Context: an optimization exercise on an open-source flow, tuned for small area. The choices shown serve that exercise and are no tape-out recipe. RTL that was checked went through simulation tests only; none was proved equivalent to the original. For runs 4 and 5, only the layout was checked, not whether the RTL still works. No activity file was given, so power comes from the tool's default toggle rates.

## flow/config.mk

```make
export PLATFORM = sky130hd
export DESIGN_NAME = decodeAndMap
export DESIGN_NICKNAME = decodeAndMap
export VERILOG_FILES = /design/flow/design.v
export SDC_FILE = /design/flow/constraint.sdc
export NUM_CORES = 8
export LEC_CHECK = 0
export CAP_MARGIN = 30
export CORE_MARGIN = 2
export CORE_UTILIZATION = 40
export SLEW_MARGIN = 20
```

## flow/constraint.sdc

```tcl
create_clock -name core_clock -period 12.0 [get_ports {clock}]
set_input_delay 2.4000 -clock core_clock [delete_from_list [all_inputs] [get_ports {clock}]]
set_output_delay 2.4000 -clock core_clock [all_outputs]
set_load 0.01 [all_outputs]
```

## flow/design.v

```verilog
module decodeAndMap(drawX, drawY, drawColour, WE, resetn, clock, shapeselect, inputColour, vs_n, rotateX, rotateY, rotateZ, invert, pitch, roll, yaw, doneShape);
    input clock, resetn, vs_n, invert, rotateX, rotateY, rotateZ;
    input [1:0] shapeselect;
    input [2:0] inputColour;
    output [8:0] drawX, drawY;
    output [2:0] drawColour;
    output WE;
    output reg [7:0] pitch, roll, yaw;
    output doneShape;
    localparam S_CLEAR = 4'd0, S_CAPS = 4'd1, S_CAPE = 4'd2, S_INIT = 4'd3, S_DRAW = 4'd4,
               S_ROTW = 4'd5, S_ROT = 4'd6, S_WAIT = 4'd7, S_DONE = 4'd8;
    reg [3:0] st;
    reg [1:0] shp;
    reg lvs_n;
    wire restart = ~resetn | (shapeselect != shp);
    reg [3:0] bi, wi;
    wire bend = (bi == 4'd15);
    wire wend = (wi == 4'd11);
    reg load;
    reg [191:0] rx, ry, rz;
    wire [2:0] vbit;
    wire [3:0] ea, eb;
    wire elast;
    reg [4:0] ei;
    shapeTypeLUT lut(shp, wi, bi, ei, vbit, ea, eb, elast);
    reg [2:0] rs;         
    reg [1:0] wax;        
    reg win;              
    reg sa, sb;           
    reg [1:0] cA, cB;     
    reg coA, coB;         
    wire odd = rs[2] | (rs[1] & rs[0]);
    wire head = (wi[0] == odd);
    wire [4:0] ii = {~head, bi};
    reg a0, a2, a6, a11, b0, b2, b6, b11;
    always @(*) begin
        case (wax)
            2'd0: begin
                a0 = ry[0]; a2 = ry[2]; a6 = ry[6]; a11 = ry[11];
                b0 = rz[0]; b2 = rz[2]; b6 = rz[6]; b11 = rz[11];
            end
            2'd1: begin
                a0 = rz[0]; a2 = rz[2]; a6 = rz[6]; a11 = rz[11];
                b0 = rx[0]; b2 = rx[2]; b6 = rx[6]; b11 = rx[11];
            end
            default: begin
                a0 = rx[0]; a2 = rx[2]; a6 = rx[6]; a11 = rx[11];
                b0 = ry[0]; b2 = ry[2]; b6 = ry[6]; b11 = ry[11];
            end
        endcase
    end
    wire lt2 = (bi < 4'd2);
    wire lt6 = (bi < 4'd6);
    wire qA1 = head ? b0 : sb;
    wire qA4 = head ? (lt2 ? 1'b0 : b2) : (lt2 ? b2 : sb);
    wire qA64 = head ? (lt6 ? 1'b0 : b6) : (lt6 ? b6 : sb);
    wire pA = head ? a0 : sa;
    wire qB1 = head ? a0 : sa;
    wire qB4 = head ? (lt2 ? 1'b0 : a2) : (lt2 ? a2 : sa);
    wire qB64 = head ? (lt6 ? 1'b0 : a6) : (lt6 ? a6 : sa);
    wire pB = head ? b0 : sb;
    wire nA = ~invert;
    wire nB = invert;
    wire i0 = (ii == 5'd0);
    wire i11 = (ii == 5'd11);
    wire [1:0] cinA = i0 ? {1'b1, nA} : cA;
    wire [1:0] cinB = i0 ? {1'b1, nB} : cB;
    wire oA1 = qA64 ^ nA, oA2 = ~(qA4 ^ nA), oA3 = qA1 ^ nA, oA4 = ~pA;
    wire oB1 = qB64 ^ nB, oB2 = ~(qB4 ^ nB), oB3 = qB1 ^ nB, oB4 = ~pB;
    wire [2:0] sumA = oA1 + oA2 + oA3 + oA4 + cinA;
    wire [2:0] sumB = oB1 + oB2 + oB3 + oB4 + cinB;
    wire dA = sumA[0];
    wire dB = sumB[0];
    wire oinA = i11 ? 1'b0 : coA;
    wire oinB = i11 ? 1'b0 : coB;
    wire [1:0] outA = a11 + dA + oinA;
    wire [1:0] outB = b11 + dB + oinB;
    wire wact = win & (head ? (bi >= 4'd11) : (bi <= 4'd10));
    wire wrx = wact & (wax == 2'd1 | wax == 2'd2);
    wire wry = wact & (wax == 2'd0 | wax == 2'd2);
    wire wrz = wact & (wax == 2'd0 | wax == 2'd1);
    wire nbx = (wax == 2'd1) ? outB[0] : outA[0];
    wire nby = (wax == 2'd0) ? outA[0] : outB[0];
    wire nbz = (wax == 2'd0) ? outB[0] : outA[0];
    wire [3:0] nw = wend ? 4'd0 : wi + 4'd1;
    wire [2:0] rs_n = wend ? rs + 3'd1 : rs;
    wire odd_n = rs_n[2] | (rs_n[1] & rs_n[0]);
    wire next_head = (nw[0] == odd_n);
    wire [1:0] ax_n = (rs_n == 3'd0 || rs_n == 3'd3) ? 2'd0 : ((rs_n == 3'd1 || rs_n == 3'd4) ? 2'd1 : 2'd2);
    wire en_n = (ax_n == 2'd0) ? rotateX : ((ax_n == 2'd1) ? rotateY : rotateZ);
    reg [8:0] PX, PY, DX, DY, N;
    reg signed [10:0] ERR;
    reg XINC;
    wire [8:0] Ex = {rx[0], rx[1], rx[2], rx[3], rx[4], rx[5], rx[6], rx[7], rx[8]};
    wire [8:0] Ey = {ry[0], ry[1], ry[2], ry[3], ry[4], ry[5], ry[6], ry[7], ry[8]};
    wire [9:0] mxw = {1'b0, Ex} - {1'b0, PX};
    wire [9:0] myw = {1'b0, Ey} - {1'b0, PY};
    wire wEx = (Ex >= 9'd202), wSx = (PX >= 9'd202);
    wire wEy = (Ey >= 9'd242), wSy = (PY >= 9'd242);
    wire ltx = (wEx ^ wSx) ? wEx : mxw[9];
    wire lty = (wEy ^ wSy) ? wEy : myw[9];
    wire [8:0] adx = ltx ? (9'd0 - mxw[8:0]) : mxw[8:0];
    wire [8:0] ady = lty ? (9'd0 - myw[8:0]) : myw[8:0];
    wire signed [11:0] e2 = {ERR, 1'b0};
    wire signed [11:0] dx12 = {3'b000, DX};
    wire signed [11:0] dy12 = {3'b000, DY};
    wire signed [11:0] e2dy = e2 + dy12;
    wire mX = ~e2dy[11];
    wire mY = e2 <= dx12;
    wire signed [10:0] dxs = {2'b00, DX};
    wire signed [10:0] dys = {2'b00, DY};
    wire signed [10:0] errn = ERR + (mX ? -dys : 11'sd0) + (mY ? dxs : 11'sd0);
    wire signed [10:0] err0 = dxs - dys;
    wire cap = (bi == 4'd11);
    always @(posedge clock) begin
        lvs_n <= vs_n;
        rx <= {rx[190:12], wrx ? nbx : rx[11], rx[10:1], load ? vbit[2] : rx[0], rx[191]};
        ry <= {ry[190:12], wry ? nby : ry[11], ry[10:1], load ? vbit[1] : ry[0], ry[191]};
        rz <= {rz[190:12], wrz ? nbz : rz[11], rz[10:1], load ? vbit[0] : rz[0], rz[191]};
        if (head & (bi == 4'd15)) begin
            sa <= a0;
            sb <= b0;
        end
        cA <= sumA[2:1];
        cB <= sumB[2:1];
        coA <= outA[1];
        coB <= outB[1];
        if (restart) begin
            st <= S_CLEAR;
            shp <= shapeselect;
            bi <= 4'd0;
            wi <= 4'd0;
            load <= 1'b1;
            PX <= 9'd352;
            PY <= 9'd392;
            pitch <= 8'd0;
            roll <= 8'd0;
            yaw <= 8'd0;
            win <= 1'b0;
            ei <= 5'd0;
        end else begin
            bi <= bi + 4'd1;
            if (bend) wi <= nw;
            if (load & bend & wend) load <= 1'b0;
            case (st)
                S_CLEAR: begin
                    if (PX == 9'd159) begin
                        PX <= 9'd352;
                        if (PY == 9'd119) begin
                            st <= S_CAPS;
                            ei <= 5'd0;
                        end else
                            PY <= PY + 9'd1;
                    end else
                        PX <= PX + 9'd1;
                end
                S_CAPS: begin
                    if (cap && wi == ea) begin
                        PX <= Ex;
                        PY <= Ey;
                        st <= S_CAPE;
                    end
                end
                S_CAPE: begin
                    if (cap && wi == eb) begin
                        DX <= adx;
                        DY <= ady;
                        XINC <= ~(ltx ^ lty);
                        if (lty) begin
                            PX <= Ex;
                            PY <= Ey;
                        end
                        st <= S_INIT;
                    end
                end
                S_INIT: begin
                    ERR <= err0;
                    N <= err0[10] ? DY : DX;
                    st <= S_DRAW;
                end
                S_DRAW: begin
                    if (N == 9'd0) begin
                        if (elast) begin
                            st <= S_ROTW;
                            if (rotateX) pitch <= invert ? pitch - 8'd1 : pitch + 8'd1;
                            if (rotateY) roll <= invert ? roll - 8'd1 : roll + 8'd1;
                            if (rotateZ) yaw <= invert ? yaw - 8'd1 : yaw + 8'd1;
                        end else begin
                            ei <= ei + 5'd1;
                            st <= S_CAPS;
                        end
                    end else begin
                        N <= N - 9'd1;
                        ERR <= errn;
                        if (mX) PX <= XINC ? PX + 9'd1 : PX - 9'd1;
                        if (mY) PY <= PY + 9'd1;
                    end
                end
                S_ROTW: begin
                    if (bend & wend) begin
                        st <= S_ROT;
                        rs <= 3'd0;
                        win <= rotateX;
                        wax <= 2'd0;
                    end
                end
                S_ROT: begin
                    if (bend) begin
                        rs <= rs_n;
                        if (next_head) begin
                            win <= (rs_n <= 3'd5) & en_n;
                            wax <= ax_n;
                        end else if (!head)
                            win <= 1'b0;
                        if (rs_n == 3'd6 && nw == 4'd1)
                            st <= S_WAIT;
                    end
                end
                S_WAIT: begin
                    if (lvs_n & ~vs_n) st <= S_DONE;
                end
                default: begin  
                    st <= S_CLEAR;
                    PX <= 9'd352;
                    PY <= 9'd392;
                end
            endcase
        end
    end
    assign drawX = PX + 9'd160;
    assign drawY = PY + 9'd120;
    wire drawing = (st == S_DRAW);
    assign WE = (st == S_CLEAR) | (drawing & (drawX != 9'd0) & (drawY != 9'd0));
    assign drawColour = drawing ? inputColour : 3'd0;
    assign doneShape = (st == S_DONE);
endmodule
module shapeTypeLUT (
    input wire [1:0] shapeselect,
    input wire [3:0] vi,       
    input wire [3:0] bi,       
    input wire [4:0] ei,       
    output reg [2:0] vbit,     
    output reg [3:0] ea,       
    output reg [3:0] eb,       
    output reg elast           
);
    reg [47:0] w;
    always @(*) begin
        case ({shapeselect, vi})
            6'd0: w = 48'h0000000001A2;
            6'd1: w = 48'hFE00FED8FE5E;
            6'd2: w = 48'h0200FED8FE5E;
            6'd3: w = 48'h0000024FFE5E;
            6'd16: w = 48'h000000000200;
            6'd17: w = 48'h00000000FE00;
            6'd18: w = 48'h000002000000;
            6'd19: w = 48'h0000FE000000;
            6'd20: w = 48'h020000000000;
            6'd21: w = 48'hFE0000000000;
            6'd32: w = 48'hFE00FE00FE00;
            6'd33: w = 48'hFE00FE000200;
            6'd34: w = 48'hFE000200FE00;
            6'd35: w = 48'h0200FE00FE00;
            6'd36: w = 48'h02000200FE00;
            6'd37: w = 48'h0200FE000200;
            6'd38: w = 48'h020002000200;
            6'd39: w = 48'hFE0002000200;
            6'd48: w = 48'h020000000000;
            6'd49: w = 48'h00E501CA0000;
            6'd50: w = 48'h00E5008E01B4;
            6'd51: w = 48'h00E5FE8E010D;
            6'd52: w = 48'h00E5FE8EFEF3;
            6'd53: w = 48'h00E5008EFE4C;
            6'd54: w = 48'hFE0000000000;
            6'd55: w = 48'hFF1BFE360000;
            6'd56: w = 48'hFF1BFF73FE4C;
            6'd57: w = 48'hFF1B0172FEF3;
            6'd58: w = 48'hFF1B0172010D;
            6'd59: w = 48'hFF1BFF7301B4;
            default: w = 48'h0;
        endcase
        vbit = {w[32 + bi], w[16 + bi], w[bi]};
    end
    always @(*) begin
        case ({shapeselect, ei})
            7'd0: begin ea = 4'd0; eb = 4'd1; elast = 1'b0; end
            7'd1: begin ea = 4'd0; eb = 4'd2; elast = 1'b0; end
            7'd2: begin ea = 4'd0; eb = 4'd3; elast = 1'b0; end
            7'd3: begin ea = 4'd1; eb = 4'd2; elast = 1'b0; end
            7'd4: begin ea = 4'd1; eb = 4'd3; elast = 1'b0; end
            7'd5: begin ea = 4'd2; eb = 4'd3; elast = 1'b1; end
            7'd32: begin ea = 4'd0; eb = 4'd3; elast = 1'b0; end
            7'd33: begin ea = 4'd0; eb = 4'd2; elast = 1'b0; end
            7'd34: begin ea = 4'd0; eb = 4'd5; elast = 1'b0; end
            7'd35: begin ea = 4'd0; eb = 4'd4; elast = 1'b0; end
            7'd36: begin ea = 4'd1; eb = 4'd3; elast = 1'b0; end
            7'd37: begin ea = 4'd1; eb = 4'd5; elast = 1'b0; end
            7'd38: begin ea = 4'd1; eb = 4'd2; elast = 1'b0; end
            7'd39: begin ea = 4'd1; eb = 4'd4; elast = 1'b0; end
            7'd40: begin ea = 4'd3; eb = 4'd4; elast = 1'b0; end
            7'd41: begin ea = 4'd3; eb = 4'd5; elast = 1'b0; end
            7'd42: begin ea = 4'd2; eb = 4'd5; elast = 1'b0; end
            7'd43: begin ea = 4'd2; eb = 4'd4; elast = 1'b1; end
            7'd64: begin ea = 4'd0; eb = 4'd2; elast = 1'b0; end
            7'd65: begin ea = 4'd0; eb = 4'd3; elast = 1'b0; end
            7'd66: begin ea = 4'd0; eb = 4'd1; elast = 1'b0; end
            7'd67: begin ea = 4'd1; eb = 4'd7; elast = 1'b0; end
            7'd68: begin ea = 4'd1; eb = 4'd5; elast = 1'b0; end
            7'd69: begin ea = 4'd2; eb = 4'd4; elast = 1'b0; end
            7'd70: begin ea = 4'd2; eb = 4'd7; elast = 1'b0; end
            7'd71: begin ea = 4'd3; eb = 4'd4; elast = 1'b0; end
            7'd72: begin ea = 4'd3; eb = 4'd5; elast = 1'b0; end
            7'd73: begin ea = 4'd4; eb = 4'd6; elast = 1'b0; end
            7'd74: begin ea = 4'd5; eb = 4'd6; elast = 1'b0; end
            7'd75: begin ea = 4'd6; eb = 4'd7; elast = 1'b1; end
            7'd96: begin ea = 4'd0; eb = 4'd5; elast = 1'b0; end
            7'd97: begin ea = 4'd0; eb = 4'd4; elast = 1'b0; end
            7'd98: begin ea = 4'd0; eb = 4'd1; elast = 1'b0; end
            7'd99: begin ea = 4'd0; eb = 4'd2; elast = 1'b0; end
            7'd100: begin ea = 4'd0; eb = 4'd3; elast = 1'b0; end
            7'd101: begin ea = 4'd1; eb = 4'd5; elast = 1'b0; end
            7'd102: begin ea = 4'd1; eb = 4'd9; elast = 1'b0; end
            7'd103: begin ea = 4'd1; eb = 4'd10; elast = 1'b0; end
            7'd104: begin ea = 4'd1; eb = 4'd2; elast = 1'b0; end
            7'd105: begin ea = 4'd2; eb = 4'd3; elast = 1'b0; end
            7'd106: begin ea = 4'd2; eb = 4'd10; elast = 1'b0; end
            7'd107: begin ea = 4'd2; eb = 4'd11; elast = 1'b0; end
            7'd108: begin ea = 4'd3; eb = 4'd7; elast = 1'b0; end
            7'd109: begin ea = 4'd3; eb = 4'd11; elast = 1'b0; end
            7'd110: begin ea = 4'd3; eb = 4'd4; elast = 1'b0; end
            7'd111: begin ea = 4'd4; eb = 4'd7; elast = 1'b0; end
            7'd112: begin ea = 4'd4; eb = 4'd5; elast = 1'b0; end
            7'd113: begin ea = 4'd4; eb = 4'd8; elast = 1'b0; end
            7'd114: begin ea = 4'd5; eb = 4'd8; elast = 1'b0; end
            7'd115: begin ea = 4'd5; eb = 4'd9; elast = 1'b0; end
            7'd116: begin ea = 4'd6; eb = 4'd7; elast = 1'b0; end
            7'd117: begin ea = 4'd6; eb = 4'd8; elast = 1'b0; end
            7'd118: begin ea = 4'd6; eb = 4'd9; elast = 1'b0; end
            7'd119: begin ea = 4'd6; eb = 4'd10; elast = 1'b0; end
            7'd120: begin ea = 4'd6; eb = 4'd11; elast = 1'b0; end
            7'd121: begin ea = 4'd7; eb = 4'd8; elast = 1'b0; end
            7'd122: begin ea = 4'd7; eb = 4'd11; elast = 1'b0; end
            7'd123: begin ea = 4'd8; eb = 4'd9; elast = 1'b0; end
            7'd124: begin ea = 4'd9; eb = 4'd10; elast = 1'b0; end
            7'd125: begin ea = 4'd10; eb = 4'd11; elast = 1'b1; end
            default: begin ea = 4'd0; eb = 4'd0; elast = 1'b1; end
        endcase
    end
endmodule
```

## flow/run.sh

```bash
#!/bin/bash
# synth_recipe.tcl (not shown) runs the flow's synth.tcl, then flattens the netlist and writes it again
# the make line also repeats each setting of config.mk as NAME=value (left out here)
make -C /OpenROAD-flow-scripts/flow DESIGN_CONFIG=/design/flow/config.mk WORK_HOME=/design/flow/orfs CLKGATE_MAP_FILE= SYNTH_SCRIPT=/design/flow/synth_recipe.tcl finish
```

==> summary.txt, run 1 <==
Timing
  • Fin crit period: 5950 ps
  • RSZ-0062 raised after global routing: no
  • Slew Limit Fails: 0
  • Hold WS: between 300 and 400 ps
  • Clock Skews: 29.2 ps
  • Setup ws final: 6050 ps
  • Final setup violation count: 0
  • Fmax: between 150 and 200 MHz
  • Worst relative slew slack: 36.0%
  • Setup_tns: 0 ps
  • Tcrit/Tclk final: 49.6%
  • Final hold vios: 0
  • Least-Margin Pin Slew: 959 ps

Worst setup path
  • Crit. End Element: output pin
  • WS Path Type: input pin to output pin
  • Data required, critical path: approximately 9600 ps
  • CP startpoint kind: input pin
  • Critical path fanouts, max: 1
  • WP data arrival: 3550 ps

Pwr
  • P_leak: 0.0109 µW
  • Cell Pwr Density: 175 nW/µm²
  • Clk pwr share: between 40% and 50%
  • NetSw: 1020 µW
  • Flop pwr share: 49.7%
  • Total power: 4790 µW
  • Max IR drop VDD: 120 µV
  • Logic gate share of total power: 3.4%
  • Cell-internal power: 3770 µW
  • Sw frac: 21.3%

Floorplanning
  • Die width: 247 µm
  • Row cnt: 88
  • Die area: 60800 µm²
  • Core ar.: 57900 µm²
  • Starting Density: 40.7%
  • DIE HEIGHT: about 250 µm
  • # IOs: 59

Routing
  • DRC viols: 0
  • Post-route ant nets: 0
  • Top routing layer in use: met4
  • Met3 routed WL: 2570 µm
  • Routed length on met1: ~23000 µm
  • Vias: 15100
  • WL met2: about 21000 µm
  • TritonRoute pass-1 iters: 6
  • 1st-iter DRT viols: 978
  • Drt total wl: 47700 µm
  • Drt wl/cell: 15.9 µm
  • Via density: 5.05

Yosys
  • Synth area leader: dfxtp_1
  • Top cell types by occurrence after synthesis: dfxtp_1, nor2_1, a21oi_1
  • Post-synth net total: between 2000 and 2500
  • Synthesis Warnings: 2
  • Syn Std Cell Area: 23600 µm²
  • Sequential share of the synthesized area: 60.9%
  • Avg Inst Size Synth: 11.2 µm²
  • Asr flop ratio synth: 0%
  • Cell variety after synth: 80
  • Top_reg_cell synth: dfxtp_1
  • Register bit total from synthesis: 692
  • Synth Instances: 2109
  • Post-synth top area share: about 55%
  • Count leader, synth: dfxtp_1
  • Area contributors post-synth: dfxtp_1, edfxtp_1, ha_1
  • Post-synth EDFFs: 48

Layout
  • Post-Layout Cell Count: 2989
  • Syn-to-layout area delta: 15.9%
  • Nets: 2316
  • Antenna cells: 0
  • Ratio of cells with drive above 1 in the final layout: 7.24%

Clock network
  • Clock buffer count from CTS: 71
  • TritonCTS clock tree: yes
  • Clock transition at path regs: approximately 60 ps
  • Root Buffer: clkbuf_16
  • CTS max path bufs: 3
  • Post-cts resize count: 0
  • Hold Buf Count CTS: 0
  • CTS Sinks: 692
  • Latest clock arrival within the worst-skew pair: 610 ps
  • Postcts setup bufs: 0
  • Htree depth: 3

Place
  • Placed Instances: 2858
  • IO buf count: 58
  • Setup WS pre-CTS: 6040 ps
  • DPL Wire Length: 31600 µm
  • GPL Wtd Cong: 0.876

Global route
  • Initial antenna violation count: 0
  • Vias in the first global route: 14900
  • Total gr overflow: 0
  • Largest net degree at the start of global routing: 42
  • Global Route Usage Sum: 15.8%
  • First-pass GRT wire length: 77700 µm

Outcome
  • Outcome: no timing/DRC/antenna violations

Hold path
  • Hold crit path type: flip-flop to flip-flop

Flow run
  • Max_cap viols: 0
layout make-up:
type | count | area, µm²
fillers | 5306 | 30600
well taps | 765 | 957
repair buffers | 75 | 716
multi-input cells | 1215 | 8410
clock buffers | 102 | 2060
inverters | 112 | 420
clock inverters | 28 | 405
flip-flops and latches | 692 | 14300
path summary, 6_finish.rpt:
path	start	to	slack, ps	cells after the start
min	rx[16]	rx[17]	320	0
min reg2reg	rx[16]	rx[17]	320	0
max reg2reg	DX[3]	ERR[10]	6640	19
max	inputColour[2]	drawColour[2]	6050	3
cells by family after synthesis:
logic type / count (synthesis) / share of synthesized area (%)
compound gates: 442 / 12.3
xor+xnor: 98 / 3.64
simple gates: 516 / 10.7
flops: 692 / 60.9
buf+inv: 202 / 3.47
fa+ha+maj: 138 / 8.09
mux: 21 / 0.924
worst max-delay path, cell delays in order:
cell             delay [ps]
clkdlybuf4s50_1         460
and3_1                  150
clkdlybuf4s50_1         540
registers in the layout, indices dropped and copies added (netlist names), 3 cells and up:
| name | cells |
|---|---|
| yaw | 8 |
| rz | 192 |
| rs | 3 |
| roll | 8 |
| rx | 192 |
| ry | 192 |
| PY | 9 |
| ERR | 11 |
| st | 4 |
| wi | 4 |
| N | 9 |
| ei | 5 |
| pitch | 8 |
| DY | 9 |
| PX | 9 |
| bi | 4 |
| DX | 9 |
power by group through the flow:
stage	Combinational, µW	Sequential [µW]	Clock (µW)
after floorplan	128	2420	0
after global placement	158	2430	0
after detailed placement	167	2430	0
after CTS	167	2380	2300
after global routing	190	2380	2400
final	165	2380	2250
layer usage:
metal	vias up	track usage [%]
li1	7427	-
met1	7192	22.3
met2	401	24.0
met3	83	3.11
met4	0	5.44
met5	-	0
metrics by stage:
step	utilization, %	cell area [µm²]
finish	47.1	27300
global route	47.1	27300
CTS	47.1	27300
detailed placement	42.9	24800
global placement	42.9	24800
floorplan	-	23600
layout by cell type, fill, tap and decap left out, drive strengths merged, types with 48 or more instances in the layout:
master         instances
nor2                 156
xnor2                 81
a21oi                138
ha                   113
clkdlybuf4s50         58
dfxtp                644
clkbuf               102
inv                  114
edfxtp                48
o21ai                 86
nand2                113
nor3                  48
==> run 2: changes to the inputs <==
--- a/flow/config.mk
+++ b/flow/config.mk
@@ -8,4 +8,5 @@
 export CAP_MARGIN = 30
 export CORE_MARGIN = 2
 export CORE_UTILIZATION = 40
+export CTS_BUF_LIST = sky130_fd_sc_hd__clkbuf_4
 export SLEW_MARGIN = 20
==> run 2 against run 1 <==
  * Global-route usage increased by 0.59 points
  * Sequential cell count unchanged
  * Utilization shrank 0.54 points
  * Die area stayed put
  * Hold slack worse by 32 ps
  * Highest routed layer unchanged
  * Setup slack worse by 50 ps
  * Non-clock buffer count is the same
  * Fmax fell by 0.84%
  * Via count increased by 4.2%
  * Synthesized cell count unchanged
  * Sequential power hardly changed
==> summary.txt, run 2 <==
Pwr
  • Clk pwr share: 42.5% (-4.4 points)
  • Sw frac: 23.1% (+1.8 points)
  • Logic gate share of total power: 3.7% (+0.3 points)
  • P_leak: 0.0110 µW (+0.85%)
  • Max IR drop VDD: 117 µV (-2.1%)
  • Flop pwr share: 53.8% (+4.1 points)
  • NetSw: 1020 µW (about the same)
  • Cell Pwr Density: 164 nW/µm² (-6.6%)
  • Cell-internal power: 3400 µW (-9.8%)

Global route
  • Largest net degree at the start of global routing: 42 (unchanged)
  • Vias in the first global route: 15800 (+6.1%)
  • Global Route Usage Sum: 16.3% (+0.59 points)
  • First-pass GRT wire length: 79900 µm (+2.9%)
  • Total gr overflow: 0 (unchanged)
  • Initial antenna violation count: 2 (+2)

Layout
  • Nets: 2412 (+4.1%)
  • Regs by FF count: rx x192, ry x192, rz x192
  • Ratio of cells with drive above 1 in the final layout: 13.3% (+6.0 points)
  • Filler cells: 5461 (+2.9%)
  • Commonest cells after routing, fill and taps aside: dfxtp_1, clkbuf_4, nor2_1
  • Commonest non-fill, non-tap cell in the layout: dfxtp_1
  • Syn-to-layout area delta: 14.6%

Yosys
  • Post-synth EDFFs: 48 (unchanged)
  • Top_reg_cell synth: dfxtp_1
  • Register bit total from synthesis: 692 (unchanged)
  • Sequential share of the synthesized area: 60.9% (unchanged)
  • Asr flop ratio synth: 0% (unchanged)
  • Post-synth top area share: 54.7% (unchanged)
  • Cell variety after synth: 80 (unchanged)
  • Avg Inst Size Synth: 11.2 µm² (unchanged)
  • Post-synth net total: 2258 (unchanged)
  • Count leader, synth: dfxtp_1
  • Syn Std Cell Area: 23600 µm² (unchanged)
  • Synthesis Warnings: 2 (unchanged)
  • Synth area leader: dfxtp_1
  • Synth Instances: 2109 (unchanged)
  • Top cell types by occurrence after synthesis: dfxtp_1, nor2_1, a21oi_1
  • Area contributors post-synth: dfxtp_1, edfxtp_1, ha_1

Timing
  • Worst relative slew slack: 36.7% (+0.70 points)
  • Setup ws final: 6000 ps (-50.2 ps)
  • Hold WS: 285 ps (-31.8 ps)
  • Tcrit/Tclk final: 50.0% (+0.42 points)
  • Fmax: 167 MHz (-0.84%)
  • Least-Margin Pin Slew: 949 ps (-10.5 ps)
  • Fin crit period: 6000 ps (+50.2 ps)
  • Clock Skews: 99.9 ps (+70.7 ps)
  • Setup_tns: 0 ps (unchanged)
  • RSZ-0062 raised after global routing: no
  • Final hold vios: 0 (unchanged)
  • Slew Limit Fails: 0 (unchanged)
  • Final setup violation count: 0 (unchanged)

Worst setup path
  • Data required, critical path: 9600 ps (about the same)
  • WS Path Type: flip-flop to output pin
  • Critical path fanouts, max: 16 (+15)
  • CP startpoint kind: flip-flop
  • WP data arrival: 3600 ps (+50 ps)
  • Crit. End Element: output pin
  • Worst reg-to-reg path cell count: 19 (unchanged)

Routing
  • Post-route ant nets: 0 (unchanged)
  • Via density: 4.98 (-1.5%)
  • DRC viols: 0 (unchanged)
  • Drt total wl: 48700 µm (+2.1%)
  • TritonRoute pass-1 iters: 5 (-1)
  • Drt wl/cell: 15.4 µm (-3.4%)
  • 1st-iter DRT viols: 995 (+1.7%)
  • Vias: 15700 (+4.2%)

Hold path
  • Hold crit path type: flip-flop to flip-flop
  • Hold depth: 0 (unchanged)

Clock network
  • Htree depth: 4 (+1)
  • Postcts setup bufs: 0 (unchanged)
  • Root Buffer: clkbuf_4
  • Clock transition at path regs: 60 ps (about the same)
  • Clock buffer count from CTS: 167 (+140%)
  • TritonCTS clock tree: yes
  • Post-cts resize count: 0 (unchanged)
  • Latest clock arrival within the worst-skew pair: 950 ps (+340 ps)
  • CTS max path bufs: 3 (unchanged)
  • CTS Sinks: 692 (unchanged)
  • Hold Buf Count CTS: 0 (unchanged)

Place
  • IO buf count: 58 (unchanged)
  • DPL Wire Length: 31600 µm (unchanged)
  • GPL Wtd Cong: 0.876 (unchanged)
  • Setup WS pre-CTS: 6040 ps (unchanged)

Floorplanning
  • Die area: 60800 µm² (unchanged)
  • Row cnt: 88 (unchanged)
  • # IOs: 59 (unchanged)
  • Core ar.: 57900 µm² (unchanged)
  • DIE HEIGHT: 247 µm (unchanged)
  • Starting Density: 40.7% (unchanged)
  • Die width: 247 µm (unchanged)

Outcome
  • Outcome: no timing/DRC/antenna violations

Flow run
  • Max_cap viols: 0 (unchanged)
## run 2: cell counts after synthesis
Identical to the previous run, type by type.
## run 2: final timing paths
path,start,to,slack (ps)
setup / recovery,PX[5],WE,6000
hold / removal,ry[33],ry[34],290
setup reg to reg,DX[5],ERR[10],6660
hold reg to reg,ry[33],ry[34],290
## run 2: logic make-up (layout without fill, tap and decap cells)
logic type,after synthesis,in the layout,synth area share (%)
adders and majority gates,138,138,8.09
muxes,21,21,0.924
AOI/OAI and AO/OA,442,442,12.3
xor gates and xnor gates,98,98,3.64
buffers and inverters,202,487,3.47
other,0,1,0
and+or+nand+nor,516,516,10.7
DFF,692,692,60.9
## run 2: per-stage QoR
step / power (µW) / cell area [µm²] / util (%) / std cells
after floorplan: 2550 / 23600 / - / 2109
after global placement: 2590 / 24800 / 42.9 / 2858
after detailed placement: 2600 / 24800 / 42.9 / 2858
after CTS: 4510 / 27000 / 46.6 / 3158
after global routing: 4660 / 27000 / 46.6 / 3160
final: 4420 / 27000 / 46.6 / 3160
## run 2: metal layers
layer,vias up,share of wire (%),global-route usage [%]
li1,7713,-,-
met1,7479,48,21.9
met2,439,44,24.3
met3,100,5.8,4.63
met4,0,2.9,7.64
met5,-,0,0
## run 2: cell type report
class                   count  area (µm²)  area share, %
flip-flops and latches    692       14300           53.1
clock inverters            46         239          0.885
inverters                 112         420           1.56
clock buffers             254        1910           7.07
multi-input cells        1215        8410           31.2
repair buffers             75         716           2.65
diodes                      1        2.50        0.00927
well taps                 765         957           3.55
## run 2: power groups by stage
stage          combinational [µW]  clock (µW)  sequential, µW
4_1_cts                       167        1960            2380
3_3_place_gp                  158           0            2430
5_1_grt                       190        2090            2380
3_5_place_dp                  167           0            2430
6_report                      166        1880            2380
2_1_floorplan                 128           0            2420
## run 2: critical path: stages, from the launching register on
cell and delay [ps]:
dfxtp_1 670, inv_1 290, ha_1 370, or4_1 500, o21ai_0 140, o21ai_0 210, clkdlybuf4s50_1 560
==> run 3: changes to the inputs <==
--- a/flow/config.mk
+++ b/flow/config.mk
@@ -8,5 +8,5 @@
 export CAP_MARGIN = 30
 export CORE_MARGIN = 2
 export CORE_UTILIZATION = 40
-export CTS_BUF_LIST = sky130_fd_sc_hd__clkbuf_4
+export CTS_BUF_LIST = sky130_fd_sc_hd__clkbuf_8
 export SLEW_MARGIN = 20
==> run 3 against run 2 <==
  * Final cell count fell by 3.6%
  * Critical path depth decreased by 3
  * Still clean on timing, DRC and antenna
  * Critical endpoint is now drawColour[2]
  * Largest cell class unchanged
  * Sequential cell count unchanged
  * Combinational power is essentially flat
  * Die area stayed put
==> summary.txt, run 3 <==
Hold path
  • Hold crit path type: flip-flop to flip-flop
  • Hold depth: 0 (unchanged)
  • Hold EP: rz[14]
  • Startpoint of the worst hold path: rz[13]

Yosys
  • Count leader, synth: dfxtp_1
  • Sequential share of the synthesized area: 60.9% (unchanged)
  • Post-synth net total: 2258 (unchanged)
  • Syn Std Cell Area: 23600 µm² (unchanged)
  • Register bit total from synthesis: 692 (unchanged)
  • Synth area leader: dfxtp_1
  • Post-synth top area share: 54.7% (unchanged)
  • Post-synth EDFFs: 48 (unchanged)
  • Top cell types by occurrence after synthesis: dfxtp_1, nor2_1, a21oi_1
  • Synthesis Warnings: 2 (unchanged)
  • Avg Inst Size Synth: 11.2 µm² (unchanged)
  • Cell variety after synth: 80 (unchanged)
  • Synth Instances: 2109 (unchanged)
  • Top_reg_cell synth: dfxtp_1
  • Asr flop ratio synth: 0% (unchanged)
  • Area contributors post-synth: dfxtp_1, edfxtp_1, ha_1

Clock network
  • CTS max path bufs: 3 (unchanged)
  • Post-cts resize count: 0 (unchanged)
  • Postcts setup bufs: 0 (unchanged)
  • CTS Sinks: 692 (unchanged)
  • Latest clock arrival within the worst-skew pair: 710 ps (-240 ps)
  • Htree depth: 3 (-1)
  • Clock transition at path regs: 60 ps (about the same)
  • Hold Buf Count CTS: 0 (unchanged)
  • Clock buffer count from CTS: 104 (-38%)
  • Root Buffer: clkbuf_8
  • TritonCTS clock tree: yes

Routing
  • Vias: 15300 (-3.0%)
  • 1st-iter DRT viols: 993 (-0.20%)
  • DRC viols: 0 (unchanged)
  • TritonRoute pass-1 iters: 6 (+1)
  • Drt total wl: 48000 µm (-1.5%)
  • Via density: 5.01 (+0.59%)
  • Post-route ant nets: 0 (unchanged)
  • Drt wl/cell: 15.7 µm (+2.2%)

Worst setup path
  • RR Endpoint: ERR[10]
  • WP data arrival: 3550 ps (-50 ps)
  • Critical path fanouts, max: 1 (-15)
  • CP startpoint kind: input pin
  • Reg2Reg Setup Slack: 6660 ps (about the same)
  • WS Path Type: input pin to output pin
  • Worst reg-to-reg path cell count: 19 (unchanged)
  • Crit. End Element: output pin
  • Reg-to-Reg Start: DX[3]
  • Data required, critical path: 9600 ps (about the same)

Floorplanning
  • Core ar.: 57900 µm² (unchanged)
  • DIE HEIGHT: 247 µm (unchanged)
  • Die area: 60800 µm² (unchanged)
  • Starting Density: 40.7% (unchanged)
  • Row cnt: 88 (unchanged)
  • # IOs: 59 (unchanged)
  • Die width: 247 µm (unchanged)

Global route
  • Vias in the first global route: 15200 (-3.8%)
  • Largest net degree at the start of global routing: 42 (unchanged)
  • Total gr overflow: 0 (unchanged)
  • Initial antenna violation count: 0 (-2)
  • Global Route Usage Sum: 15.8% (-0.51 points)
  • First-pass GRT wire length: 78300 µm (-2.1%)

Layout
  • Register area: 14300 µm² (unchanged)
  • Regs by FF count: rx x192, ry x192, rz x192
  • Syn-to-layout area delta: 14.8%
  • Area occupied by multi-input gates: 8410 µm² (unchanged)
  • Nets: 2349 (-2.6%)
  • Filler cells: 5373 (-1.6%)
  • Commonest non-fill, non-tap cell in the layout: dfxtp_1
  • Commonest cells after routing, fill and taps aside: dfxtp_1, nor2_1, inv_1
  • Antenna cells: 0 (-1)
  • Final core utilization: 46.7% (+0.080 points)
  • Ratio of cells with drive above 1 in the final layout: 8.64% (-4.6 points)

Timing
  • Clock Skews: 56.9 ps (-43.0 ps)
  • RSZ-0062 raised after global routing: no
  • Least-Margin Pin Slew: 947 ps (-1.18 ps)
  • Fin crit period: 5950 ps (-54.2 ps)
  • Final hold vios: 0 (unchanged)
  • Tcrit/Tclk final: 49.6% (-0.45 points)
  • Slew Limit Fails: 0 (unchanged)
  • Setup_tns: 0 ps (unchanged)
  • Final setup violation count: 0 (unchanged)
  • Worst relative slew slack: 36.8% (+0.079 points)
  • Fmax: 168 MHz (+0.91%)

Pwr
  • Cell-internal power: 3490 µW (+2.6%)
  • Flop pwr share: 52.9% (-0.9 points)
  • Cell Pwr Density: 167 nW/µm² (+1.6%)
  • P_leak: 0.0109 µW (-0.22%)
  • Clk pwr share: 43.4% (+0.9 points)
  • Logic gate share of total power: 3.7% (about the same)
  • Max IR drop VDD: 112 µV (-4.0%)
  • Sw frac: 22.4% (-0.66 points)
  • NetSw: 1010 µW (-1.1%)

Flow run
  • Max_cap viols: 0 (unchanged)

Outcome
  • Outcome: no timing/DRC/antenna violations

Place
  • IO buf count: 58 (unchanged)
  • GPL Wtd Cong: 0.876 (unchanged)
  • DPL Wire Length: 31600 µm (unchanged)
==> run 3: changes by cell type in the layout (fill, tap and decap cells not counted), sizes merged <==
cell | before | now
clkbuf | 254 | 121
inv | 118 | 153
clkinv | 39 | 15
bufinv | 0 | 6
clkinvlp | 1 | 4
diode | 1 | 0
==> run 3: power by group through the flow <==
stage,registers (µW),clock network (µW),logic [µW]
final,2380,1960,166
after CTS,2380,2020,168
after global placement,2430,0,158
after detailed placement,2430,0,167
after global routing,2380,2130,190
after floorplan,2420,0,128
==> run 3: stage by stage <==
| step | hold slack (ps) | std cells | instance area [µm²] | total power (µW) | worst slack [ps] |
|---|---|---|---|---|---|
| after CTS | 277 | 3045 | 27000 | 4570 | 6040 |
| after global routing | 292 | 3046 | 27000 | 4700 | 6000 |
| after detailed placement | 312 | 2858 | 24800 | 2600 | 6040 |
| after floorplan | 310 | 2109 | 23600 | 2550 | 6870 |
| final | 291 | 3046 | 27000 | 4500 | 6050 |
| after global placement | 312 | 2858 | 24800 | 2590 | 6080 |
==> run 3: worst max path at each step <==
stage          cells past startpoint       endpoint      startpoint
2_1_floorplan                      6         ERR[0]  shapeselect[0]
3_3_place_gp                       3  drawColour[0]  inputColour[0]
3_5_place_dp                       3  drawColour[2]  inputColour[2]
4_1_cts                            3  drawColour[2]  inputColour[2]
5_1_grt                            3  drawColour[1]  inputColour[1]
6_report                           3  drawColour[2]  inputColour[2]
==> run 3: routing by layer <==
metal | wire length, µm | global-route usage (%)
met4 | 1130 | 5.85
met5 | 0 | 0
met1 | 23000 | 22.0
met3 | 2710 | 3.49
met2 | 21100 | 24.1
==> run 3: layout make-up <==
type	instances	area share, %
clock buffer	121	6.16
clock inverter	66	1.96
inverter	112	1.55
multi-input combinational	1215	31.1
sequential	692	53.0
tap	765	3.54
timing repair buffer	75	2.65
==> run 3: cell families (layout without fill, tap and decap cells) <==
logic type,Yosys count,after routing,share of synthesized area (%)
DFF,692,692,60.9
and+or+nand+nor,516,516,10.7
AOI/OAI and AO/OA,442,442,12.3
buffers and inverters,202,374,3.47
adders and majority gates,138,138,8.09
xor gates and xnor gates,98,98,3.64
muxes,21,21,0.924
==> run 3: critical path: stages <==
cell	delay, ps
clkdlybuf4s50_1	460
and3_1	150
clkdlybuf4s50_1	540
==> run 4: changes to the inputs <==
--- a/flow/design.v
+++ b/flow/design.v
@@ -7,8 +7,23 @@
     output WE;
     output reg [7:0] pitch, roll, yaw;
     output doneShape;
-    localparam S_CLEAR = 4'd0, S_CAPS = 4'd1, S_CAPE = 4'd2, S_INIT = 4'd3, S_DRAW = 4'd4,
-               S_ROTW = 4'd5, S_ROT = 4'd6, S_WAIT = 4'd7, S_DONE = 4'd8;
+    function [12:0] rca;
+        input [11:0] a, b;
+        input ci;
+        integer k;
+        reg c;
+        begin
+            c = ci;
+            for (k = 0; k < 12; k = k + 1) begin
+                rca[k] = a[k] ^ b[k] ^ c;
+                c = (a[k] & b[k]) | (a[k] & c) | (b[k] & c);
+            end
+            rca[12] = c;
+        end
+    endfunction
+    localparam S_CLEAR = 4'd0, S_CAPS = 4'd1, S_CAPE = 4'd2, S_INIT1 = 4'd3, S_INIT2 = 4'd4,
+               S_INIT3 = 4'd5, S_DRAW = 4'd6, S_ROTW = 4'd7, S_ROT = 4'd8, S_WAIT = 4'd9,
+               S_DONE = 4'd10;
     reg [3:0] st;
     reg [1:0] shp;
     reg lvs_n;
@@ -23,6 +38,9 @@
     wire elast;
     reg [4:0] ei;
     shapeTypeLUT lut(shp, wi, bi, ei, vbit, ea, eb, elast);
+    wire [12:0] bi_inc = rca({8'd0, bi}, 12'd0, 1'b1);
+    wire [12:0] wi_inc = rca({8'd0, wi}, 12'd0, 1'b1);
+    wire [3:0] nw = wend ? 4'd0 : wi_inc[3:0];
     reg [2:0] rs;         
     reg [1:0] wax;        
     reg win;              
@@ -31,7 +49,6 @@
     reg coA, coB;         
     wire odd = rs[2] | (rs[1] & rs[0]);
     wire head = (wi[0] == odd);
-    wire [4:0] ii = {~head, bi};
     reg a0, a2, a6, a11, b0, b2, b6, b11;
     always @(*) begin
         case (wax)
@@ -49,82 +66,91 @@
             end
         endcase
     end
-    wire lt2 = (bi < 4'd2);
-    wire lt6 = (bi < 4'd6);
+    wire lt2 = ~bi[3] & ~bi[2] & ~bi[1];
+    wire lt6 = ~bi[3] & ~(bi[2] & bi[1]);
     wire qA1 = head ? b0 : sb;
-    wire qA4 = head ? (lt2 ? 1'b0 : b2) : (lt2 ? b2 : sb);
-    wire qA64 = head ? (lt6 ? 1'b0 : b6) : (lt6 ? b6 : sb);
+    wire qA4 = head ? (~lt2 & b2) : (lt2 ? b2 : sb);
+    wire qA64 = head ? (~lt6 & b6) : (lt6 ? b6 : sb);
     wire pA = head ? a0 : sa;
     wire qB1 = head ? a0 : sa;
-    wire qB4 = head ? (lt2 ? 1'b0 : a2) : (lt2 ? a2 : sa);
-    wire qB64 = head ? (lt6 ? 1'b0 : a6) : (lt6 ? a6 : sa);
+    wire qB4 = head ? (~lt2 & a2) : (lt2 ? a2 : sa);
+    wire qB64 = head ? (~lt6 & a6) : (lt6 ? a6 : sa);
     wire pB = head ? b0 : sb;
     wire nA = ~invert;
     wire nB = invert;
-    wire i0 = (ii == 5'd0);
-    wire i11 = (ii == 5'd11);
+    wire i0 = head & (bi == 4'd0);
+    wire i11 = head & (bi == 4'd11);
     wire [1:0] cinA = i0 ? {1'b1, nA} : cA;
     wire [1:0] cinB = i0 ? {1'b1, nB} : cB;
     wire oA1 = qA64 ^ nA, oA2 = ~(qA4 ^ nA), oA3 = qA1 ^ nA, oA4 = ~pA;
     wire oB1 = qB64 ^ nB, oB2 = ~(qB4 ^ nB), oB3 = qB1 ^ nB, oB4 = ~pB;
-    wire [2:0] sumA = oA1 + oA2 + oA3 + oA4 + cinA;
-    wire [2:0] sumB = oB1 + oB2 + oB3 + oB4 + cinB;
-    wire dA = sumA[0];
-    wire dB = sumB[0];
-    wire oinA = i11 ? 1'b0 : coA;
-    wire oinB = i11 ? 1'b0 : coB;
-    wire [1:0] outA = a11 + dA + oinA;
-    wire [1:0] outB = b11 + dB + oinB;
-    wire wact = win & (head ? (bi >= 4'd11) : (bi <= 4'd10));
-    wire wrx = wact & (wax == 2'd1 | wax == 2'd2);
-    wire wry = wact & (wax == 2'd0 | wax == 2'd2);
-    wire wrz = wact & (wax == 2'd0 | wax == 2'd1);
-    wire nbx = (wax == 2'd1) ? outB[0] : outA[0];
-    wire nby = (wax == 2'd0) ? outA[0] : outB[0];
-    wire nbz = (wax == 2'd0) ? outB[0] : outA[0];
-    wire [3:0] nw = wend ? 4'd0 : wi + 4'd1;
+    wire sA1 = oA1 ^ oA2 ^ oA3, kA1 = (oA1 & oA2) | (oA1 & oA3) | (oA2 & oA3);
+    wire sA2 = sA1 ^ oA4 ^ cinA[0], kA2 = (sA1 & oA4) | (sA1 & cinA[0]) | (oA4 & cinA[0]);
+    wire dA = sA2;
+    wire [1:0] cAn = {kA1 & (kA2 | cinA[1]) | (kA2 & cinA[1]), kA1 ^ kA2 ^ cinA[1]};
+    wire sB1 = oB1 ^ oB2 ^ oB3, kB1 = (oB1 & oB2) | (oB1 & oB3) | (oB2 & oB3);
+    wire sB2 = sB1 ^ oB4 ^ cinB[0], kB2 = (sB1 & oB4) | (sB1 & cinB[0]) | (oB4 & cinB[0]);
+    wire dB = sB2;
+    wire [1:0] cBn = {kB1 & (kB2 | cinB[1]) | (kB2 & cinB[1]), kB1 ^ kB2 ^ cinB[1]};
+    wire oinA = ~i11 & coA;
+    wire oinB = ~i11 & coB;
+    wire nbA = a11 ^ dA ^ oinA, coAn = (a11 & dA) | (a11 & oinA) | (dA & oinA);
+    wire nbB = b11 ^ dB ^ oinB, coBn = (b11 & dB) | (b11 & oinB) | (dB & oinB);
+    wire wact = win & (head ? (bi[3] & (bi[2] | (bi[1] & bi[0]))) : ~(bi[3] & (bi[2] | (bi[1] & bi[0]))));
+    wire wrx = wact & (wax[1] | wax[0]);
+    wire wry = wact & ~wax[0];
+    wire wrz = wact & ~wax[1];
+    wire nbx = wax[1] ? nbA : nbB;
+    wire nby = wax[1] ? nbB : nbA;
+    wire nbz = wax[0] ? nbA : nbB;
     wire [2:0] rs_n = wend ? rs + 3'd1 : rs;
     wire odd_n = rs_n[2] | (rs_n[1] & rs_n[0]);
     wire next_head = (nw[0] == odd_n);
     wire [1:0] ax_n = (rs_n == 3'd0 || rs_n == 3'd3) ? 2'd0 : ((rs_n == 3'd1 || rs_n == 3'd4) ? 2'd1 : 2'd2);
     wire en_n = (ax_n == 2'd0) ? rotateX : ((ax_n == 2'd1) ? rotateY : rotateZ);
-    reg [8:0] PX, PY, DX, DY, N;
-    reg signed [10:0] ERR;
-    reg XINC;
+    reg [8:0] PX, PY, K, M, N;
+    reg [9:0] H;
+    reg XINC, MAJX, SWP;
     wire [8:0] Ex = {rx[0], rx[1], rx[2], rx[3], rx[4], rx[5], rx[6], rx[7], rx[8]};
     wire [8:0] Ey = {ry[0], ry[1], ry[2], ry[3], ry[4], ry[5], ry[6], ry[7], ry[8]};
-    wire [9:0] mxw = {1'b0, Ex} - {1'b0, PX};
-    wire [9:0] myw = {1'b0, Ey} - {1'b0, PY};
-    wire wEx = (Ex >= 9'd202), wSx = (PX >= 9'd202);
-    wire wEy = (Ey >= 9'd242), wSy = (PY >= 9'd242);
-    wire ltx = (wEx ^ wSx) ? wEx : mxw[9];
-    wire lty = (wEy ^ wSy) ? wEy : myw[9];
-    wire [8:0] adx = ltx ? (9'd0 - mxw[8:0]) : mxw[8:0];
-    wire [8:0] ady = lty ? (9'd0 - myw[8:0]) : myw[8:0];
-    wire signed [11:0] e2 = {ERR, 1'b0};
-    wire signed [11:0] dx12 = {3'b000, DX};
-    wire signed [11:0] dy12 = {3'b000, DY};
-    wire signed [11:0] e2dy = e2 + dy12;
-    wire mX = ~e2dy[11];
-    wire mY = e2 <= dx12;
-    wire signed [10:0] dxs = {2'b00, DX};
-    wire signed [10:0] dys = {2'b00, DY};
-    wire signed [10:0] errn = ERR + (mX ? -dys : 11'sd0) + (mY ? dxs : 11'sd0);
-    wire signed [10:0] err0 = dxs - dys;
+    wire [12:0] mxw = rca({3'd0, Ex}, {3'd0, ~PX}, 1'b1);
+    wire [12:0] myw = rca({3'd0, Ey}, {3'd0, ~PY}, 1'b1);
+    wire wEx = Ex[8] | (Ex[7] & Ex[6] & (Ex[5] | Ex[4] | (Ex[3] & (Ex[2] | Ex[1]))));    
+    wire wSx = PX[8] | (PX[7] & PX[6] & (PX[5] | PX[4] | (PX[3] & (PX[2] | PX[1]))));
+    wire wEy = Ey[8] | (Ey[7] & Ey[6] & Ey[5] & Ey[4] & (Ey[3] | Ey[2] | Ey[1]));       
+    wire wSy = PY[8] | (PY[7] & PY[6] & PY[5] & PY[4] & (PY[3] | PY[2] | PY[1]));
+    wire ltx = (wEx ^ wSx) ? wEx : ~mxw[9];
+    wire lty = (wEy ^ wSy) ? wEy : ~myw[9];
+    wire [12:0] adx = rca({3'd0, mxw[8:0] ^ {9{ltx}}}, 12'd0, ltx);
+    wire [12:0] ady = rca({3'd0, myw[8:0] ^ {9{lty}}}, 12'd0, lty);
+    wire minor = H[9];
+    wire drawing = (st == S_DRAW);
+    wire init3 = (st == S_INIT3);
+    wire [9:0] aop = drawing ? H : (init3 ? {2'b00, N[8:1]} : {1'b0, K});
+    wire [9:0] bop = (drawing & minor) ? {1'b0, K} : ~{1'b0, M};
+    wire aci = drawing ? ~minor : (init3 ? N[0] : 1'b1);
+    wire [12:0] asum = rca({2'b00, aop}, {2'b00, bop}, aci);
+    wire [12:0] pxs = rca({3'd0, PX}, {3'd0, {9{~XINC & drawing}}}, XINC | ~drawing);
+    wire [12:0] pys = rca({3'd0, PY}, 12'd0, 1'b1);
+    wire [12:0] nds = rca({3'd0, N}, 12'h1ff, 1'b0);
     wire cap = (bi == 4'd11);
+    wire [12:0] ei_inc = rca({7'd0, ei}, 12'd0, 1'b1);
+    wire [12:0] pitch_n = rca({4'd0, pitch}, {4'd0, {8{invert}}}, ~invert);
+    wire [12:0] roll_n = rca({4'd0, roll}, {4'd0, {8{invert}}}, ~invert);
+    wire [12:0] yaw_n = rca({4'd0, yaw}, {4'd0, {8{invert}}}, ~invert);
     always @(posedge clock) begin
         lvs_n <= vs_n;
         rx <= {rx[190:12], wrx ? nbx : rx[11], rx[10:1], load ? vbit[2] : rx[0], rx[191]};
         ry <= {ry[190:12], wry ? nby : ry[11], ry[10:1], load ? vbit[1] : ry[0], ry[191]};
         rz <= {rz[190:12], wrz ? nbz : rz[11], rz[10:1], load ? vbit[0] : rz[0], rz[191]};
-        if (head & (bi == 4'd15)) begin
+        if (head & bend) begin
             sa <= a0;
             sb <= b0;
         end
-        cA <= sumA[2:1];
-        cB <= sumB[2:1];
-        coA <= outA[1];
-        coB <= outB[1];
+        cA <= cAn;
+        cB <= cBn;
+        coA <= coAn;
+        coB <= coBn;
         if (restart) begin
             st <= S_CLEAR;
             shp <= shapeselect;
@@ -139,7 +165,7 @@
             win <= 1'b0;
             ei <= 5'd0;
         end else begin
-            bi <= bi + 4'd1;
+            bi <= bi_inc[3:0];
             if (bend) wi <= nw;
             if (load & bend & wend) load <= 1'b0;
             case (st)
@@ -150,9 +176,9 @@
                             st <= S_CAPS;
                             ei <= 5'd0;
                         end else
-                            PY <= PY + 9'd1;
+                            PY <= pys[8:0];
                     end else
-                        PX <= PX + 9'd1;
+                        PX <= pxs[8:0];
                 end
                 S_CAPS: begin
                     if (cap && wi == ea) begin
@@ -163,37 +189,49 @@
                 end
                 S_CAPE: begin
                     if (cap && wi == eb) begin
-                        DX <= adx;
-                        DY <= ady;
+                        K <= adx[8:0];
+                        M <= ady[8:0];
                         XINC <= ~(ltx ^ lty);
                         if (lty) begin
                             PX <= Ex;
                             PY <= Ey;
                         end
-                        st <= S_INIT;
+                        SWP <= 1'b0;
+                        st <= S_INIT1;
                     end
                 end
-                S_INIT: begin
-                    ERR <= err0;
-                    N <= err0[10] ? DY : DX;
+                S_INIT1: begin
+                    if (~asum[9]) begin
+                        N <= K;
+                        K <= asum[8:0];
+                        st <= S_INIT3;
+                    end else begin
+                        K <= M;
+                        M <= K;
+                        SWP <= 1'b1;
+                    end
+                    if (~SWP) MAJX <= ~asum[9];
+                end
+                S_INIT3: begin
+                    H <= asum[9:0];
                     st <= S_DRAW;
                 end
                 S_DRAW: begin
                     if (N == 9'd0) begin
                         if (elast) begin
                             st <= S_ROTW;
-                            if (rotateX) pitch <= invert ? pitch - 8'd1 : pitch + 8'd1;
-                            if (rotateY) roll <= invert ? roll - 8'd1 : roll + 8'd1;
-                            if (rotateZ) yaw <= invert ? yaw - 8'd1 : yaw + 8'd1;
+                            if (rotateX) pitch <= pitch_n[7:0];
+                            if (rotateY) roll <= roll_n[7:0];
+                            if (rotateZ) yaw <= yaw_n[7:0];
                         end else begin
-                            ei <= ei + 5'd1;
+                            ei <= ei_inc[4:0];
                             st <= S_CAPS;
                         end
                     end else begin
-                        N <= N - 9'd1;
-                        ERR <= errn;
-                        if (mX) PX <= XINC ? PX + 9'd1 : PX - 9'd1;
-                        if (mY) PY <= PY + 9'd1;
+                        N <= nds[8:0];
+                        H <= asum[9:0];
+                        if (MAJX | minor) PX <= pxs[8:0];
+                        if (~MAJX | minor) PY <= pys[8:0];
                     end
                 end
                 S_ROTW: begin
@@ -227,10 +265,11 @@
             endcase
         end
     end
-    assign drawX = PX + 9'd160;
-    assign drawY = PY + 9'd120;
-    wire drawing = (st == S_DRAW);
-    assign WE = (st == S_CLEAR) | (drawing & (drawX != 9'd0) & (drawY != 9'd0));
+    wire [12:0] sx = rca({3'd0, PX}, 12'd160, 1'b0);
+    wire [12:0] sy = rca({3'd0, PY}, 12'd120, 1'b0);
+    assign drawX = sx[8:0];
+    assign drawY = sy[8:0];
+    assign WE = (st == S_CLEAR) | (drawing & (PX != 9'd352) & (PY != 9'd392));
     assign drawColour = drawing ? inputColour : 3'd0;
     assign doneShape = (st == S_DONE);
 endmodule
--- a/flow/config.mk
+++ b/flow/config.mk
@@ -8,5 +8,7 @@
 export CAP_MARGIN = 30
 export CORE_MARGIN = 2
 export CORE_UTILIZATION = 40
-export CTS_BUF_LIST = sky130_fd_sc_hd__clkbuf_8
+export CTS_BUF_LIST = sky130_fd_sc_hd__clkbuf_4 sky130_fd_sc_hd__clkbuf_8 sky130_fd_sc_hd__clkbuf_16
+export CTS_CLUSTER_DIAMETER = 100
+export CTS_CLUSTER_SIZE = 30
 export SLEW_MARGIN = 20
==> run 4 against run 3 <==
  * Still clean
  * Sequential power is essentially flat
  * Count of clock-buffer cells in the layout fell by 89
  * Setup slack worse by 740 ps
  * Wire length fell by 19%
==> summary.txt, run 4 <==
Outcome
  • Outcome: no timing/DRC/antenna violations

Routing
  • DRC viols: 0 (unchanged)
  • Vias: 12000 (-21%)
  • 1st-iter DRT viols: 700 (-30%)
  • Post-route ant nets: 0 (unchanged)
  • Via density: 4.80 (-4.1%)
  • Drt total wl: 38600 µm (-19%)
  • TritonRoute pass-1 iters: 5 (-1)
  • Drt wl/cell: 15.4 µm (-2.1%)

Yosys
  • Synthesis Warnings: 2 (unchanged)
  • Post-synthesis xor/xnor area fraction: 2.28% (-1.4 points)
  • Multiplexer share of the synthesized area: 3.60% (+2.7 points)
  • Post-synth top area share: 58.9% (+4.1 points)
  • Largest family of logic cells by synthesized area: adder cells
  • Post-synth EDFFs: 49 (+2.1%)
  • Synth Area in Compound Gates: 7.90% (-4.4 points)
  • Syn Std Cell Area: 21900 µm² (-7.0%)
  • Post-synthesis simple-gate area fraction: 8.22% (-2.5 points)
  • Synth area leader: dfxtp_1
  • Sequential share of the synthesized area: 65.6% (+4.7 points)
  • Asr flop ratio synth: 0% (unchanged)
  • Cell variety after synth: 72 (-10%)
  • Count leader, synth: dfxtp_1
  • Area contributors post-synth: dfxtp_1, edfxtp_1, fa_1
  • Synth Instances: 1773 (-16%)
  • Avg Inst Size Synth: 12.3 µm² (+11%)
  • Top cell types by occurrence after synthesis: dfxtp_1, nand2_1, nor2_1
  • Top_reg_cell synth: dfxtp_1
  • Register bit total from synthesis: 693 (+0.14%)
  • Post-synth net total: 1911 (-15%)
  • Synth Area in Adders: 9.28% (+1.2 points)

Hold path
  • Hold crit path type: flip-flop to flip-flop
  • Startpoint of the worst hold path: rx[33]
  • Hold EP: rx[34]
  • Hold depth: 0 (unchanged)

Pwr
  • NetSw: 797 µW (-21%)
  • Clk pwr share: 33.3% (-10 points)
  • Cell-internal power: 2940 µW (-16%)
  • Max IR drop VDD: 106 µV (-5.5%)
  • Cell Pwr Density: 155 nW/µm² (-7.1%)
  • P_leak: 0.00920 µW (-16%)
  • Flop pwr share: 63.5% (+11 points)
  • Logic gate share of total power: 3.2% (-0.5 points)
  • Total power: 3730 µW (-17%)
  • Sw frac: 21.3% (-1.1 points)

Place
  • DPL Wire Length: 25800 µm (-18%)
  • GPL Wtd Cong: 0.875 (-0.15%)
  • IO buf count: 58 (unchanged)

Global route
  • First-pass GRT wire length: 64000 µm (-18%)
  • Global Route Usage Sum: 13.9% (-2.0 points)
  • Total gr overflow: 0 (unchanged)
  • Largest net degree at the start of global routing: 56 (+33%)
  • Vias in the first global route: 11900 (-21%)
  • Initial antenna violation count: 0 (unchanged)

Clock network
  • Clock transition at path regs: 100 ps (+40 ps)
  • Htree depth: 1 (-2)
  • Clock buffer count from CTS: 30 (-71%)
  • Postcts setup bufs: 0 (unchanged)
  • Latest clock arrival within the worst-skew pair: 630 ps (-80 ps)
  • Post-cts resize count: 0 (unchanged)
  • CTS max path bufs: 3 (unchanged)
  • TritonCTS clock tree: yes
  • Root Buffer: clkbuf_16
  • CTS Sinks: 693 (+0.14%)
  • Hold Buf Count CTS: 0 (unchanged)

Worst setup path
  • CP startpoint kind: flip-flop
  • Reg-to-Reg Start: st[1]
  • Crit. End Element: flip-flop
  • WS Path Type: flip-flop to flip-flop
  • Reg2Reg Setup Slack: 5310 ps (-1350 ps)
  • RR Endpoint: st[0]
  • WP data arrival: 7230 ps (+3680 ps)
  • Worst reg-to-reg path cell count: 20 (+1)
  • Data required, critical path: 12540 ps (+2940 ps)
  • Critical path fanouts, max: 19 (+18)

Floorplanning
  • Row cnt: 85 (-3.4%)
  • Die width: 238 µm (-3.5%)
  • Starting Density: 40.6% (-0.057 points)
  • # IOs: 59 (unchanged)
  • DIE HEIGHT: 238 µm (-3.5%)
  • Die area: 56600 µm² (-6.9%)
  • Core ar.: 53900 µm² (-6.9%)

Timing
  • Tcrit/Tclk final: 55.8% (+6.2 points)
  • Fmax: 149 MHz (-11%)
  • Worst relative slew slack: 39.4% (+2.7 points)
  • Setup_tns: 0 ps (unchanged)
  • Least-Margin Pin Slew: 908 ps (-39.1 ps)
  • Final setup violation count: 0 (unchanged)
  • Slew Limit Fails: 0 (unchanged)
  • RSZ-0062 raised after global routing: no
  • Clock Skews: 27.2 ps (-29.7 ps)
  • Fin crit period: 6690 ps (+744 ps)
  • Final hold vios: 0 (unchanged)

Layout
  • Ratio of cells with drive above 1 in the final layout: 4.37% (-4.3 points)
  • Regs by FF count: rx x192, ry x192, rz x192
  • Final core utilization: 44.7% (-1.9 points)
  • Commonest cells after routing, fill and taps aside: dfxtp_1, nand2_1, nor2_1
  • Syn-to-layout area delta: 10.2%
  • Antenna cells: 0 (unchanged)
  • Nets: 1937 (-18%)
  • Commonest non-fill, non-tap cell in the layout: dfxtp_1

Flow run
  • Max_cap viols: 0 (unchanged)
run 4: worst max path at each step:
stage,startpoint,to,cells past startpoint
finish,st[1],st[0],20
global route,st[1],st[0],20
CTS,st[1],M[7],16
detailed placement,st[1],M[1],16
global placement,st[1],st[0],20
floorplan,st[3],M[0],20
run 4: per-stage QoR:
stage          hold slack, ps  cell area, µm²  setup WS [ps]  std cells
6_report                  316           24100           5310       2505
4_1_cts                   316           24100           5310       2500
2_1_floorplan             310           21900           5620       1773
3_3_place_gp              311           23100           5590       2458
5_1_grt                   322           24100           4770       2505
3_5_place_dp              312           23100           5350       2458
run 4: kinds of logic (layout without fill, tap and decap cells):
group | after synthesis | count (layout)
buffers and inverters | 166 | 202
adders and majority gates | 128 | 128
DFF | 693 | 693
and+or+nand+nor | 385 | 385
xor gates and xnor gates | 57 | 57
AOI/OAI and AO/OA | 270 | 270
muxes | 74 | 74
run 4: final cells by class:
type	instances	area, µm²
fill	4920	29800
sequential	693	14400
multi-input combinational	914	6850
tap	696	871
clock buffer	32	766
timing repair buffer	74	726
inverter	86	323
clock inverter	10	220
run 4: power by group through the flow:
stage / Sequential, µW / Clock, µW / Combinational [µW]
after floorplan: 2410 / 0 / 89.7
after global placement: 2430 / 0 / 114
after detailed placement: 2430 / 0 / 117
after CTS: 2370 / 1290 / 117
after global routing: 2380 / 1380 / 138
final: 2370 / 1240 / 118
run 4: critical path: stages, from the launching register on:
cell and delay, ps:
dfxtp_1 570, nand2b_1 240, nor2_2 170, and2_1 460, o21ai_0 200, fa_1 450
fa_1 390, fa_1 380, fa_1 390, fa_1 390, fa_1 380, fa_1 380
fa_1 360, inv_1 80, fa_1 560, inv_1 210, o22a_1 200, nor3b_1 260
nor4_2 140, o2111a_1 180, a211oi_1 200
run 4: layer usage:
layer,up-vias,track usage (%),wire length [µm]
li1,5951,-,-
met5,-,0,0
met2,268,21.2,16600
met4,0,3.53,789
met3,51,2.07,1830
met1,5759,20.5,19400
==> run 5: changes to the inputs <==
--- a/flow/config.mk
+++ b/flow/config.mk
@@ -8,7 +8,4 @@
 export CAP_MARGIN = 30
 export CORE_MARGIN = 2
 export CORE_UTILIZATION = 40
-export CTS_BUF_LIST = sky130_fd_sc_hd__clkbuf_4 sky130_fd_sc_hd__clkbuf_8 sky130_fd_sc_hd__clkbuf_16
-export CTS_CLUSTER_DIAMETER = 100
-export CTS_CLUSTER_SIZE = 30
 export SLEW_MARGIN = 20
==> run 5 against run 4 <==
  * Setup slack better by 36 ps
  * Sequential share of layout area down 2.9 points
  * Highest routed layer unchanged
  * Fmax up 0.54%
  * First-iteration DRC count up 3.6%
  * Non-clock buffer count unchanged
==> summary.txt, run 5 <==
Outcome
  • Outcome: no timing/DRC/antenna violations

Worst setup path
  • Worst reg-to-reg path cell count: 20 (unchanged)
  • Critical path fanouts, max: 19 (unchanged)
  • Slowest CP cell: fa_1
  • RR Endpoint: st[0]
  • WP data arrival: 7150 ps (-80 ps)

Layout
  • Ratio of cells with drive above 1 in the final layout: 7.31% (+2.9 points)
  • Commonest non-fill, non-tap cell in the layout: dfxtp_1
  • Commonest cells after routing, fill and taps aside: dfxtp_1, nand2_1, nor2_1
  • Regs by FF count: rx x192, ry x192, rz x192
  • Antenna cells: 0 (unchanged)
  • Finished Cell Area: 25300 µm² (+5.1%)
  • Syn-to-layout area delta: 15.7%

Yosys
  • Synthesis Warnings: 2 (unchanged)
  • Syn Std Cell Area: 21900 µm² (unchanged)
  • Synth Instances: 1773 (unchanged)
  • Post-synth net total: 1911 (unchanged)
  • Post-synthesis xor/xnor area fraction: 2.28% (unchanged)
  • Post-synthesis simple-gate area fraction: 8.22% (unchanged)
  • Avg Inst Size Synth: 12.3 µm² (unchanged)
  • Multiplexer share of the synthesized area: 3.60% (unchanged)
  • Largest family of logic cells by synthesized area: adder cells
  • Area contributors post-synth: dfxtp_1, edfxtp_1, fa_1
  • Sequential share of the synthesized area: 65.6% (unchanged)

Timing
  • Worst relative slew slack: 40.7% (+1.2 points)
  • Clock Skews: 17.0 ps (-10.2 ps)
  • Setup ws final: 5350 ps (+35.9 ps)
  • Final hold vios: 0 (unchanged)
  • Hold WS: 317 ps (+1.19 ps)
  • Fmax: 150 MHz (+0.54%)
  • Least-Margin Pin Slew: 890 ps (-18.6 ps)

Floorplanning
  • Die area: 56600 µm² (unchanged)
  • Row cnt: 85 (unchanged)
  • Starting Density: 40.6% (unchanged)

Global route
  • Initial antenna violation count: 0 (unchanged)
  • Vias in the first global route: 12400 (+4.3%)
  • Largest net degree at the start of global routing: 56 (unchanged)
  • First-pass GRT wire length: 65700 µm (+2.6%)

Clock network
  • Post-cts resize count: 0 (unchanged)
  • Postcts setup bufs: 0 (unchanged)
  • TritonCTS clock tree: yes

Pwr
  • Clk pwr share: 45.4% (+12 points)
  • Logic gate share of total power: 2.6% (-0.6 points)
  • Sw frac: 20.5% (-0.82 points)

Place
  • GPL Wtd Cong: 0.875 (unchanged)

Routing
  • Drt total wl: 39700 µm (+2.8%)
  • Via density: 4.77 (-0.76%)
  • Vias: 12300 (+2.4%)

Hold path
  • Hold crit path type: flip-flop to flip-flop
## run 5: worst min path at each step
stage | from | end | slack [ps] | depth (start not counted)
2_1_floorplan | rx[191] | rx[0] | 310 | 0
6_report | ry[130] | ry[131] | 320 | 0
3_5_place_dp | rx[156] | rx[157] | 310 | 0
3_3_place_gp | rx[104] | rx[105] | 310 | 0
4_1_cts | ry[29] | ry[30] | 320 | 0
5_1_grt | ry[177] | ry[178] | 330 | 0
## run 5: through the flow
stage | utilization, % | instances | power, µW
after global routing | 47.0 | 2584 | 4740
after detailed placement | 42.8 | 2458 | 2540
after floorplan | - | 1773 | 2500
after CTS | 46.9 | 2579 | 4630
after global placement | 42.8 | 2458 | 2540
final | 47.0 | 2584 | 4560
## run 5: cell families (layout without fill, tap and decap cells)
family,Yosys count,in the layout
mux,74,74
xor+xnor,57,57
compound gates,270,270
fa+ha+maj,128,128
flops,693,693
buf+inv,166,281
simple gates,385,385
## run 5: cell type report
cell class	count	area, µm²	area share [%]
clock buffer	93	1890	7.44
clock inverter	28	322	1.27
inverter	86	323	1.27
multi-input combinational	914	6850	27.0
sequential	693	14400	56.7
tap	696	871	3.44
timing repair buffer	74	726	2.86
## run 5: power by group through the flow
| stage | Combinational (µW) | Clock (µW) | Sequential [µW] |
|---|---|---|---|
| final | 118 | 2070 | 2370 |
| after global routing | 138 | 2230 | 2380 |
| after CTS | 117 | 2140 | 2380 |
| after detailed placement | 117 | 0 | 2430 |
| after global placement | 114 | 0 | 2430 |
| after floorplan | 89.7 | 0 | 2410 |
## run 5: worst max-delay path, delay by kind of cell, from the launching register on
| kind | cells | cell delay, ps |
|---|---|---|
| buf+inv | 2 | 290 |
| simple gates | 5 | 1250 |
| compound gates | 4 | 780 |
| fa+ha+maj | 9 | 3690 |
| flops | 1 | 550 |
## run 5: per-layer routing
metal	wire length, µm	track usage (%)	vias up
met2	17100	21.8	285
li1	-	-	6083
met4	1030	4.94	0
met1	19500	20.3	5871
met5	0	0	-
met3	2050	3.49	75

==> what the ideal ports hide <==
No port has a modelled driver above. Below, the same layouts with a new extraction and two added sets of constraints. Step 1 assumes that a clkbuf_16 drives the clock port and a buf_2 every other input. Step 2, shift: input delay + t, output delay - t, t = (earliest + latest rising clock arrival at the registers) / 2. This alone moves slack from input paths to output paths. Three values: ideal ports, drivers, drivers and shift; two values: the first two.
run | shift t [ns] | setup slack, ns
run 1 | 0.647 | 6.050 / 6.025 / 6.025
run 2 | 0.949 | 5.999 / 5.946 / 6.031
run 3 | 0.736 | 6.054 / 6.029 / 6.029
run 4 | 0.669 | 5.310 / 5.310 / 5.310
run 5 | 0.631 | 5.346 / 5.346 / 5.346
After both steps every run listed still meets setup and hold.
